This is an optimization exercise on Yosys and OpenROAD, whose aim is small area, a short achievable clock period and few clock cycles per item, not a production implementation. No run shown here included a check of the RTL's function; only the layout flow was run.

==> flow/design.v (outline; a module is shown in full before it is edited, if it fits) <==
// module nr_div: 1666 lines
module nr_div (
    input rstn,
    input clk,
    input [23:0] d,
    input in_valid,
    output in_ready,
    output reg [23:0] out,
    output reg out_valid,
    input out_ready
);
  // ...
==> flow/flow/run.sh <==
#!/bin/bash
# Standard layout, with one extra step between synthesis and floorplan:
# invopt.py re-polarises full adders (a full adder is self-dual) so that the
# netlist needs fewer inverters around them.  Registers are untouched.
set -euo pipefail
R=orfs/results/${FLOW_PLATFORM}/nr_div/base
bash standard.sh synth > synth.log 2>&1
cp "$R/1_2_yosys.v" "$R/1_2_yosys.std.v"
python3 flow/invopt.py "$R/1_2_yosys.std.v" "$R/1_2_yosys.v" > invopt.log 2>&1
rm -f "$R/1_synth.odb" "$R/1_synth.sdc"
bash standard.sh > layout.log 2>&1
==> flow/flow/invopt.py <==
#!/usr/bin/env python3
"""Remove inverters around full adders in a Yosys gate netlist.
A full adder is self-dual: complementing its three inputs complements both
outputs.  Each fa cell may therefore be 'flipped' (fed complemented inputs,
its outputs read as complemented); this pass picks flips that need the
fewest inverters and rewrites the netlist.  Usage: invopt.py in.v out.v"""
import re, sys, random
from collections import defaultdict

src = open(sys.argv[1]).read()
INV = re.compile(r'sky130_fd_sc_hd__(inv|clkinv)_\d+$')
cell_re = re.compile(r'^(\s*)(sky130_fd_sc_hd__\w+)\s+(\S+)\s*\((.*?)\);', re.S | re.M)
pin_re = re.compile(r'\.(\w+)\(\s*(.*?)\s*\)\s*(?:,|$)', re.S)
OUTPINS = {'X', 'Y', 'Q', 'Q_N', 'SUM', 'COUT', 'HI', 'LO'}

cells = []
for m in cell_re.finditer(src):
    pins = [(p, n.strip()) for p, n in pin_re.findall(m.group(4))]
    cells.append(dict(span=m.span(), indent=m.group(1), type=m.group(2), name=m.group(3), pins=pins))

driver = {}
loads = defaultdict(list)           # net -> [(cell idx, pin)]
for i, c in enumerate(cells):
    for p, n in c['pins']:
        if p in OUTPINS:
            driver[n] = (i, p)
        else:
            loads[n].append((i, p))

def is_inv(i):
    return bool(INV.match(cells[i]['type']))
def is_fa(i):
    return re.match(r'sky130_fd_sc_hd__fa_\d+$', cells[i]['type']) is not None

# base signal of each net: follow inverter chains back to a non-inverter driver
def base(n):
    par = 0
    seen = 0
    while n in driver and is_inv(driver[n][0]) and seen < 50:
        i = driver[n][0]
        n = dict(cells[i]['pins'])['A']
        par ^= 1
        seen += 1
    return n, par

# groups: base net -> list of consumer pins with their polarity relative to base
groups = defaultdict(list)
inv_cells = set()
for i, c in enumerate(cells):
    if is_inv(i):
        inv_cells.add(i)
        continue
    for p, n in c['pins']:
        if p in OUTPINS:
            continue
        b, par = base(n)
        groups[b].append((i, p, par))
# nets used by module ports / assigns outside cells: keep their polarity fixed
other = src
for c in reversed(cells):
    s, e = c['span']
    other = other[:s] + other[e:]
extern = defaultdict(int)
for line in other.split(";"):
    l = line.strip()
    if l.startswith("assign") or l.startswith("output") or l.startswith("input"):
        for tok in re.findall(r'\\\S+|[A-Za-z_][\w$]*(?:\[\d+\])?', l):
            extern[tok] += 1
# inverter output nets referenced outside cells (e.g. output ports)
ext_need = defaultdict(set)
for n in list(driver):
    if n in extern and driver[n][0] in inv_cells:
        b, par = base(n)
        ext_need[b].add(par)
for n in extern:
    if n in driver and driver[n][0] not in inv_cells:
        ext_need[n].add(0)

fixed = set(driver[n][0] for n in extern if n in driver)
fa_idx = [i for i in range(len(cells)) if is_fa(i) and i not in fixed]
flip = defaultdict(int)
def drv_pol(b):
    if b in driver and is_fa(driver[b][0]):
        return flip[driver[b][0]]
    return 0
def group_cost(b):
    need = set(ext_need.get(b, ()))
    for i, p, par in groups[b]:
        need.add(par ^ (flip[i] if is_fa(i) else 0))
    dp = drv_pol(b)
    return 1 if any(x != dp for x in need) else 0

# groups touched by each fa
touch = defaultdict(set)
for b, lst in groups.items():
    for i, p, par in lst:
        if is_fa(i):
            touch[i].add(b)
    if b in driver and is_fa(driver[b][0]):
        touch[driver[b][0]].add(b)
for b in ext_need:
    if b in driver and is_fa(driver[b][0]):
        touch[driver[b][0]].add(b)

allg = set(groups) | set(ext_need)
before = sum(1 for b in allg if any(True for _ in [0]) and group_cost(b))
import math
random.seed(1)
cur = sum(group_cost(b) for b in allg)
best = cur; bestflip = dict(flip)
T = 2.0
steps = 400 * max(1, len(fa_idx))
for k in range(steps):
    i = random.choice(fa_idx)
    gs = touch[i]
    c0 = sum(group_cost(b) for b in gs)
    flip[i] ^= 1
    c1 = sum(group_cost(b) for b in gs)
    d = c1 - c0
    if d <= 0 or random.random() < math.exp(-d / T):
        cur += d
        if cur < best:
            best = cur; bestflip = dict(flip)
    else:
        flip[i] ^= 1
    T = max(0.05, 2.0 * (1 - k / steps))
flip.clear(); flip.update(bestflip)
after = sum(group_cost(b) for b in allg)
nflip = sum(flip[i] for i in fa_idx)
sys.stderr.write(f"inverters: {len(inv_cells)} cells; groups needing one before {before}, after {after}; flipped {nflip} of {len(fa_idx)} fa\n")

if len(sys.argv) < 3:
    sys.exit(0)

# rewrite: one inverter per group that needs the other polarity
newnets = []
edits = {}                          # cell idx -> new pin list
repl_inv = []
cnt = 0
def pin_set(i, p, n):
    pl = edits.get(i, list(cells[i]['pins']))
    pl = [(pp, n if pp == p else nn) for pp, nn in pl]
    edits[i] = pl
for b in allg:
    dp = drv_pol(b)
    consumers = groups.get(b, [])
    need_inv = any((par ^ (flip[i] if is_fa(i) else 0)) != dp for i, p, par in consumers) or any(x != dp for x in ext_need.get(b, ()))
    invnet = None
    if need_inv:
        cnt += 1
        invnet = f"_invopt_{cnt}_"
        newnets.append(invnet)
        repl_inv.append((b, invnet))
    for i, p, par in consumers:
        want = par ^ (flip[i] if is_fa(i) else 0)
        pin_set(i, p, b if want == dp else invnet)
    # external references to inverted copies: keep via assigns

# external nets that were inverter outputs: drive them from the new structure
assigns = []
for n in list(driver):
    if n in extern and driver[n][0] in inv_cells:
        b, par = base(n)
        dp = drv_pol(b)
        src_net = b if par == dp else [x for bb, x in repl_inv if bb == b][0]
        assigns.append((n, src_net))
for n in extern:
    if n in driver and driver[n][0] not in inv_cells and drv_pol(n) == 1:
        # a flipped fa output drives a port/assign directly: not handled
        raise SystemExit("flipped fa output referenced outside cells: " + n)

out = []
pos = 0
for i, c in enumerate(cells):
    s, e = c['span']
    out.append(src[pos:s])
    pos = e
    if i in inv_cells:
        continue
    pl = edits.get(i, c['pins'])
    body = ",\n".join(f"    .{p}({n}{' ' if n.startswith(chr(92)) else ''})" for p, n in pl)
    out.append(f"{c['indent']}{c['type']} {c['name']} (\n{body}\n  );")
out.append(src[pos:])
txt = "".join(out)
decl = "".join(f"  wire {n};\n" for n in newnets)
sp = lambda n: n + (' ' if n.startswith(chr(92)) else '')
insts = "".join(f"  sky130_fd_sc_hd__inv_1 _invopt_cell_{k}_ (\n    .A({sp(b)}),\n    .Y({x})\n  );\n" for k, (b, x) in enumerate(repl_inv))
asg = "".join(f"  assign {sp(n)} = {sp(s)};\n" for n, s in assigns)
# wires of removed inverter outputs stay declared (unused) - harmless
txt = txt.replace("endmodule", decl + insts + asg + "endmodule", 1)
open(sys.argv[2], "w").write(txt)
sys.stderr.write(f"wrote {sys.argv[2]}: {len(repl_inv)} inverters\n")
==> flow/standard.sh <==
#!/bin/bash
# synth_recipe.tcl (not shown) runs the flow's synth.tcl, then flattens the netlist and writes it again
# the make line also repeats each setting of config.mk as NAME=value (left out here)
make -C /OpenROAD-flow-scripts/flow DESIGN_CONFIG=/design/flow/config.mk WORK_HOME=/design/flow/orfs CLKGATE_MAP_FILE= SYNTH_SCRIPT=/design/flow/synth_recipe.tcl "${@:-finish}"
==> flow/config.mk <==
export PLATFORM = sky130hd
export DESIGN_NAME = nr_div
export DESIGN_NICKNAME = nr_div
export VERILOG_FILES = /design/flow/design.v
export SDC_FILE = /design/flow/constraint.sdc
export NUM_CORES = 4
export LEC_CHECK = 0
export CAP_MARGIN = 20
export CORE_MARGIN = 2
export CORE_UTILIZATION = 40
export SETUP_SLACK_MARGIN = 3.7
export SLEW_MARGIN = 20
==> flow/constraint.sdc <==
create_clock -name core_clock -period 8.0 [get_ports {clk}]
set_input_delay 1.6000 -clock core_clock [delete_from_list [all_inputs] [get_ports {clk}]]
set_output_delay 1.6000 -clock core_clock [all_outputs]
set_load 0.01 [all_outputs]
==> results.json, run 1 <==
{
  "status": "complete, no violations",
  "r2r_slack_ns": 3.77,
  "area_growth_pct": 11.7,
  "place_ws_ns": 2.49,
  "worstHoldStart": "z3[9]",
  "r2r_end": "z2h",
  "wl_met3_mm": 3.48,
  "r2r-start": "x1[10]",
  "hp-class": "register to register",
  "worstRegToRegCells": 13,
  "ff_latch_area_um2": 18200,
  "end_kind": "register",
  "crit_family": "adder cells",
  "top_layer_used": "met4",
  "ant_nets": 0,
  "synth_nets": 4627,
  "wl_per_cell_um": 17.3,
  "use_met1_pct": 22.7,
  "instances_no_fill": 5386,
  "rsz0062_at_grt": "true",
  "vias_per_cell": 4.92,
  "hold_buffers": 0,
  "clkCellAreaFrac_pct": 4.78,
  "nFillCells": 10300,
  "cts.path.max_buffers": 3,
  "firstDrtPassIters": 5,
  "multi_input_comb_cells": 2521,
  "antenna_found_initial": 0,
  "largest_reg_flops": 32,
  "path_max_fanout": 3
}
==> run 2, diff against run 1 <==
--- a/flow/design.v
+++ b/flow/design.v
@@ -25,17 +25,16 @@
     reg [11:0] ea4;
     reg [30:0] qb5_a, qb5_b;
     reg [21:0] pb7_a, pb7_b;
     reg [6:0]  eb8;
     reg [31:0] zc9_a, zc9_b;
     reg        sbusy;                    
     reg [2:0]  ph;                       
     reg [4:0]  cnt;
-    reg [15:0] sM;
     reg [16:0] sZ, sB, sA;
     wire sdone = (ph == 3'd0);
     wire en = (!out_valid | out_ready) & !(v9 & f9 & !sdone);
     assign in_ready = (!out_valid | out_ready) & !sbusy;
     wire [15:0] m1 = x1 + {15'd0, s1};
     wire za_s1 = x1[0] ^ s1 ^ ~x1[4];
     wire za_c2 = (x1[0] & s1) | (x1[0] & ~x1[4]) | (s1 & ~x1[4]);
     wire za_s3 = x1[1] ^ ~x1[5] ^ x1[9];
@@ -1589,18 +1588,22 @@
     wire zc_c1536 = s8 & 1'b1;
     wire [31:0] zc_a = {zc_c1534, zc_c1532, zc_c1530, zc_c1528, zc_c1526, zc_c1524, zc_c1522, zc_c1520, zc_c1518, zc_c1516, zc_c1514, zc_c1512, zc_c1510, zc_c1508, zc_c1506, zc_c1504, zc_c1502, zc_c1500, zc_c1498, zc_c1496, zc_c1494, zc_c1492, zc_c1490, zc_c1488, zc_c1486, zc_c1484, zc_c1482, zc_c1480, zc_c1478, zc_c1476, zc_c1474, zc_s1473};
     wire [31:0] zc_b = {zc_s1535, zc_s1533, zc_s1531, zc_s1529, zc_s1527, zc_s1525, zc_s1523, zc_s1521, zc_s1519, zc_s1517, zc_s1515, zc_s1513, zc_s1511, zc_s1509, zc_s1507, zc_s1505, zc_s1503, zc_s1501, zc_s1499, zc_s1497, zc_s1495, zc_s1493, zc_s1491, zc_s1489, zc_s1487, zc_s1485, zc_s1483, zc_s1481, zc_s1479, zc_s1477, zc_s1475, 1'b1};
     wire [31:0] zc9 = zc9_a + zc9_b;
     wire [15:0] sm  = s9 ? (~sZ[16:1] + 16'd1) : sZ[16:1];
     wire [15:0] om  = f9 ? sm : zc9[31:16];
     wire [23:0] r9  = {om, ex9};
     always @(posedge clk) begin
-        if (en) begin
+        if (acc) begin
             s1 <= d[23]; x1 <= d[23:8] ^ {16{d[23]}}; dl1 <= d[7:0];
+        end
+    end
+    always @(posedge clk) begin
+        if (en) begin
             s2 <= s1; ex2 <= 8'd1 - dl1; z2 <= z1[15:0]; mp2 <= m1[13:0]; z2h <= z1[16]; m2h <= m1[15:14];
             s3 <= s2; ex3 <= ex2; z3 <= z2; mp3 <= mp2; pa3_a <= pa_a; pa3_b <= pa_b;
             s4 <= s3; ex4 <= ex3; z4 <= z3; mp4 <= mp3; ea4 <= e1n;
             s5 <= s4; ex5 <= ex4; mp5 <= mp4; qb5_a <= qb_a; qb5_b <= qb_b;
             s6 <= s5; ex6 <= ex5; z6 <= qb5[30:15]; mp6 <= mp5;
             s7 <= s6; ex7 <= ex6; z7 <= z6; pb7_a <= pb_a; pb7_b <= pb_b;
             s8 <= s7; ex8 <= ex7; zz8 <= z7 ^ {16{s7}}; eb8 <= e2n;
             s9 <= s8; ex9 <= ex8; zc9_a <= zc_a; zc9_b <= zc_b;
@@ -1640,26 +1643,26 @@
         end else if (sstart) begin
             ph <= 1;
         end else if (ph != 0 && cnt == 5'd17) begin
             ph <= (ph == 3'd4) ? 3'd0 : ph + 3'd1;
         end
     end
     always @(posedge clk) begin
         if (sstart) begin
-            sM <= m2; sZ <= {z2h, z2}; sB <= {1'b0, m2}; sA <= 0; cnt <= 0;
+            sZ <= {z2h, z2}; sB <= {1'b0, m2}; sA <= 0; cnt <= 0;
         end else if (ph != 0) begin
             if (cnt == 5'd17) begin
                 cnt <= 0;
                 sA <= 0;
                 if (ph[0]) begin
                     sB <= sT;
                 end else begin
                     sZ <= sH;
-                    sB <= {1'b0, sM};
+                    sB <= {1'b0, m2};
                 end
             end else begin
                 cnt <= cnt + 5'd1;
                 sA <= ssum[17:1];
                 sB <= {ssum[0], sB[16:1]};
             end
         end
     end
==> flow/config.mk (replaced) <==
export PLATFORM = sky130hd
export DESIGN_NAME = nr_div
export DESIGN_NICKNAME = nr_div
export VERILOG_FILES = /design/flow/design.v
export SDC_FILE = /design/flow/constraint.sdc
export NUM_CORES = 4
export LEC_CHECK = 0
export CAP_MARGIN = 20
export CORE_MARGIN = 2
export CORE_UTILIZATION = 40
export SETUP_SLACK_MARGIN = 4.0
export SLEW_MARGIN = 20
==> run 2 against run 1 <==
Still clean on timing, DRC and antenna. Die area shrank 0.59%. Synthesized area fell by 0.60%. Non-clock buffer count rose by 35. Sequential cell count down 16. Count of clock-buffer cells in the layout is 2 higher. Core utilization rose by 0.31 points. Via count is 1.6% higher. Clock skew up 0.0042 ns. Critical path depth down 3. Critical path type unchanged. Largest cell class unchanged.
==> results.json, run 2 <==
{
  "vias_per_cell": 4.97,
  "routed_wl_mm": 95.4,
  "path_max_fanout": 4,
  "final_common_cell": "edfxtp_1",
  "cp.required_ns": 8.39,
  "area_growth_pct": 12.8,
  "hold_buffers": 0,
  "cts_sinks": 604,
  "crit_arrival_ns": 4.35,
  "clkTransAtPathRegs_ns": 0.06,
  "cts.path.max_buffers": 3,
  "syn_area_um2": 45000,
  "timing.final.crit_period_ns": 3.96,
  "worst_pin_slew_ns": 0.952,
  "cts-root-buf": "clkbuf_16",
  "hp-class": "register to register",
  "drcViolationCount": 0,
  "firstDrtPassIters": 5,
  "netlist_instances": 3712,
  "avgSynthCellArea_um2": 12.1,
  "core_um2": 112000,
  "vias": 26900,
  "final-setup-viol-count": 0,
  "relSlewSlack_pct": 36.6,
  "gp_congestion": 0.838,
  "diodes": 0,
  "final_cell_mix": "567 x edfxtp_1, 526 x fa_1, 450 x and2_1",
  "place_ws_ns": 3.13,
  "slew_violations": 0,
  "cts_tree": "built",
  "largest_reg_flops": 32,
  "fin_skew_ns": 0.0446,
  "end_kind": "register",
  "critical_path_class": "register to register",
  "synth_nets": 4621,
  "die_w_um": 339,
  "wl_per_cell_um": 17.6,
  "cts_buffers": 71,
  "grt_pass1_wl_mm": 156,
  "path_cells": "buf_4 > fa_1 > fa_1 > fa_1 > ha_1 > o211a_1 > a221o_1 > o2111ai_4 > a31oi_4 > o31a_1",
  "yosys_warnings": 1,
  "crit_path_start_kind": "register",
  "gr-total-overflow": 0,
  "grt_pass1_vias": 28700,
  "slowest_stage": "fa_1",
  "row_count": 123,
  "fmax_ghz": 0.253,
  "dp.cells": 5157,
  "period_share_pct": 49.5,
  "largest-register": "zc9_a",
  "layout-drive-gt1-share_pct": 10.1,
  "drt_iter0_markers": 1688,
  "die-area_um2": 115000,
  "cts_max_level": 3,
  "pin_count": 54,
  "setup_tns_ns": 0,
  "ant_nets": 0,
  "cp_slowest_stage_delay_ns": 0.57,
  "initial_utilization_pct": 40.2,
  "grtUsageTotal_pct": 16.9,
  "crit_top_cell": "fa_1",
  "drv_cap": 0,
  "finalWorstSetupSlack_ns": 4.04,
  "grt_max_degree": 166,
  "instances_no_fill": 5413,
  "hold_violations": 0,
  "die_y_um": 339,
  "insertion_delay_ns": 0.65,
  "port_buffers": 53,
  "rsz0062_at_grt": "true",
  "nets": 4763,
  "antenna_found_initial": 1,
  "dp_hpwl_mm": 67.4,
  "reg_top3": "zc9_a x32, zc9_b x31",
  "status": "complete, no violations"
}
==> run 2: cell count changes in the layout (fill, tap and decap cells not counted), sizes merged, moves of 7 or more <==
| cell | previous run | this run |
|---|---|---|
| o22ai | 3 | 19 |
| mux2i | 14 | 4 |
| a211oi | 5 | 12 |
| buf | 101 | 136 |
| a21o | 28 | 49 |
| nand2 | 436 | 414 |
| nand2b | 16 | 8 |
| o21ai | 97 | 79 |
| nor2 | 80 | 88 |
| edfxtp | 583 | 567 |
==> run 2: critical path, delay by kind of cell, from the launching register on <==
| family | cells | cell delay [ns] |
|---|---|---|
| fa+ha+maj | 4 | 1.77 |
| compound gates | 5 | 1.34 |
| flops | 1 | 0.43 |
| buf+inv | 1 | 0.17 |
==> run 2: layout make-up <==
cell class,count,area [um2]
Fill cell,10300,61300
Multi-Input combinational cell,2538,25500
Sequential cell,604,17800
Clock buffer,87,1890
Tap cell,1500,1880
Inverter,450,1710
Timing Repair Buffer,189,1600
Clock inverter,45,489
==> run 2: routing by layer <==
layer,wire length (um),up-vias,global-route usage [%]
met4,2870,2,5.13
met3,3830,181,2.56
met2,46800,515,28.9
li1,-,12500,-
met5,20,-,0
met1,41800,13700,22.3
==> run 2: what timing repair did <==
action | 4_1_cts | 5_1_grt
resized for setup | 36 | 90
setup endpoints to repair | 232 | 102
setup buffers | 90 | 34
pin swaps | 11 | 65
==> run 2: worst paths after layout <==
check	depth (start not counted)	slack [ns]	to	start
hold / removal	0	0.40	z4[15]	z3[15]
setup / recovery	10	4.04	z2[13]	x1[6]
hold reg to reg	0	0.40	z4[15]	z3[15]
setup reg to reg	10	4.04	z2[13]	x1[6]
==> run 2: metrics by stage <==
step	area, um2	hold slack [ns]	utilization (%)
final	50800	0.405	45.3
after CTS	50300	0.406	44.9
after global routing	50800	0.413	45.3
after global placement	47100	0.400	42.1
after floorplan	45100	0.400	-
after detailed placement	47100	0.405	42.1
==> run 3, diff against run 2 <==
--- a/flow/config.mk
+++ b/flow/config.mk
@@ -9,4 +9,4 @@
 export CORE_MARGIN = 2
 export CORE_UTILIZATION = 40
-export SETUP_SLACK_MARGIN = 4.0
+export SETUP_SLACK_MARGIN = 3.7
 export SLEW_MARGIN = 20
==> run 3 against run 2 <==
Wire length shrank 1.1%. Critical path type unchanged. Non-clock buffer count shrank 55. Worst hold slack gained 0.0087 ns. Sequential share of layout area grew 0.39 points. Register-to-register slack lost 0.24 ns. Synthesized area is the same.
==> results.json, run 3 <==
{
  "yosys_warnings": 1,
  "worstRegToRegCells": 14,
  "nets": 4708,
  "grt_pass1_vias": 28600,
  "cts_tree": "built",
  "routed_wl_mm": 94.3,
  "die-area_um2": 115000,
  "final_common_cell": "fa_1",
  "diodes": 0,
  "worst_pin_slew_ns": 0.995,
  "hp-class": "register to register",
  "status": "complete, no violations",
  "setup_tns_ns": 0,
  "final-setup-viol-count": 0,
  "r2r_end": "z2[13]",
  "pin_count": 54,
  "port_buffers": 53,
  "fmax_ghz": 0.238,
  "row_count": 123,
  "slew_violations": 0,
  "critical_path_class": "register to register",
  "worstHoldStart": "f4",
  "gp_congestion": 0.805,
  "crit_arrival_ns": 4.57,
  "grt_max_degree": 117,
  "clkTransAtPathRegs_ns": 0.06,
  "final_cell_mix": "588 x fa_1, 567 x edfxtp_1, 466 x and2_1",
  "rsz0062_at_grt": "true",
  "period_share_pct": 52.4,
  "fin_skew_ns": 0.0570,
  "drt_iter0_markers": 1705,
  "relSlewSlack_pct": 33.7,
  "crit_path_start_kind": "register",
  "firstDrtPassIters": 7,
  "cts.path.max_buffers": 3,
  "reg_top3": "zc9_a x32, zc9_b x31",
  "insertion_delay_ns": 0.65,
  "grt_pass1_wl_mm": 155,
  "vias_per_cell": 5.01,
  "largest-register": "zc9_a",
  "nFillCells": 10300,
  "drcViolationCount": 0,
  "die_w_um": 339,
  "area_growth_pct": 11.6,
  "initial_utilization_pct": 40.2,
  "cts_sinks": 604,
  "whs_path_depth": 0,
  "ant_nets": 0,
  "path_max_fanout": 4,
  "ff_latch_area_um2": 17800,
  "vias": 26900,
  "hold_end": "f5",
  "avgSynthCellArea_um2": 12.1,
  "hold_violations": 0,
  "netlist_instances": 3712,
  "antenna_found_initial": 0,
  "gr-total-overflow": 0,
  "wl_per_cell_um": 17.6,
  "timing.final.crit_period_ns": 4.19,
  "multi_input_comb_area_um2": 25200,
  "r2r_slack_ns": 3.81,
  "largest_reg_flops": 32,
  "drv_cap": 0,
  "die_y_um": 339,
  "r2r-start": "x1[1]",
  "cp.required_ns": 8.38,
  "cts_buffers": 71,
  "cts-root-buf": "clkbuf_16",
  "core_um2": 112000,
  "synth_nets": 4621,
  "dp_hpwl_mm": 67.5,
  "end_kind": "register",
  "grtUsageTotal_pct": 16.8,
  "syn_area_um2": 45000,
  "cts_max_level": 3,
  "layout-drive-gt1-share_pct": 6.30
}
-- run 3: changes by cell type in the layout (fill, tap and decap cells not counted), sizes merged, moves of 3 or more --
cell,delta
clkinvlp,-3
bufinv,+5
clkinv,+3
buf,-55
inv,-7
-- run 3: through the flow --
step / hold WS [ns] / cells / cell area, um2 / utilization [%] / worst slack (ns)
final: 0.414 / 5357 / 50200 / 44.8 / 3.81
after global routing: 0.419 / 5357 / 50200 / 44.8 / 3.66
after CTS: 0.416 / 5311 / 49800 / 44.5 / 3.70
after detailed placement: 0.405 / 5153 / 47000 / 42.0 / 2.78
after global placement: 0.401 / 5153 / 47000 / 42.0 / 2.88
after floorplan: 0.400 / 3712 / 45100 / - / 3.72
-- run 3: routing by layer --
layer	GRT usage, %	vias to the layer above	wire, um
li1	-	12400	-
met1	22.8	13700	42200
met2	28.7	603	45900
met3	2.37	163	4130
met4	4.11	0	2190
met5	0	-	0
-- run 3: layout make-up --
class	count	area share (%)
sequential	604	35.4
timing repair buffer	134	2.30
clock inverter	43	1.19
clock buffer	88	3.87
multi-input combinational	2538	50.1
inverter	450	3.40
tap	1500	3.74
-- run 3: worst max-delay path by stage --
stage	from	end	slack, ns	depth (start not counted)
detailed placement	out_ready	sB[0]	2.78	7
finish	x1[1]	z2[13]	3.81	14
CTS	x1[9]	z2h	3.70	14
global placement	out_ready	sB[0]	2.88	7
floorplan	out_ready	sZ[0]	3.72	8
global route	x1[1]	z2[13]	3.66	14
-- run 3: repair_timing --
item	in CTS	in global routing
pin swaps	0	2
hold buffers	0	0
hold endpoints to repair	0	0
endpoints found under the setup margin	91	45
setup buffers	27	46
resized for setup	9	9
-- run 3: worst max-delay path, stage by stage, from the launching register on --
cell and delay, ns:
edfxtp_1 0.44, inv_2 0.15, fa_2 0.48, fa_1 0.42, fa_1 0.49, inv_1 0.04
ha_1 0.20, a21o_1 0.20, a21o_1 0.18, a21oi_1 0.15, o21ai_0 0.11, a221o_1 0.41
o2111ai_4 0.27, a31oi_4 0.14, o31a_1 0.25

==> re-timing with driven ports <==
In the flow no input, the clock included, has a driving cell. The finished layouts below were timed again as built, in two steps.
Step 1 assumes that a clkbuf_16 drives the clock port and a buf_2 every other input.
Step 2 also shifts input and output timing later by t, the mid clock arrival at the registers, as if the neighbouring blocks saw the same clock.
Three values: no drivers, after step 1, after step 2; two values: the first two.
run | t, ns | setup WS [ns] | latest minus earliest clock arrival (ns)
run 1 | 0.693 | 3.765 / 3.765 / 3.312 | 0.042 / 0.042
run 2 | 0.692 | 4.043 / 4.043 / 3.851 | 0.051 / 0.051
run 3 | 0.686 | 3.807 / 3.807 / 3.265 | 0.057 / 0.057
After both steps setup and hold are still met in every run listed. For run 3, which loses most, drivers alone change the setup slack by 0.000 ns; drivers and shift together by -0.542 ns.
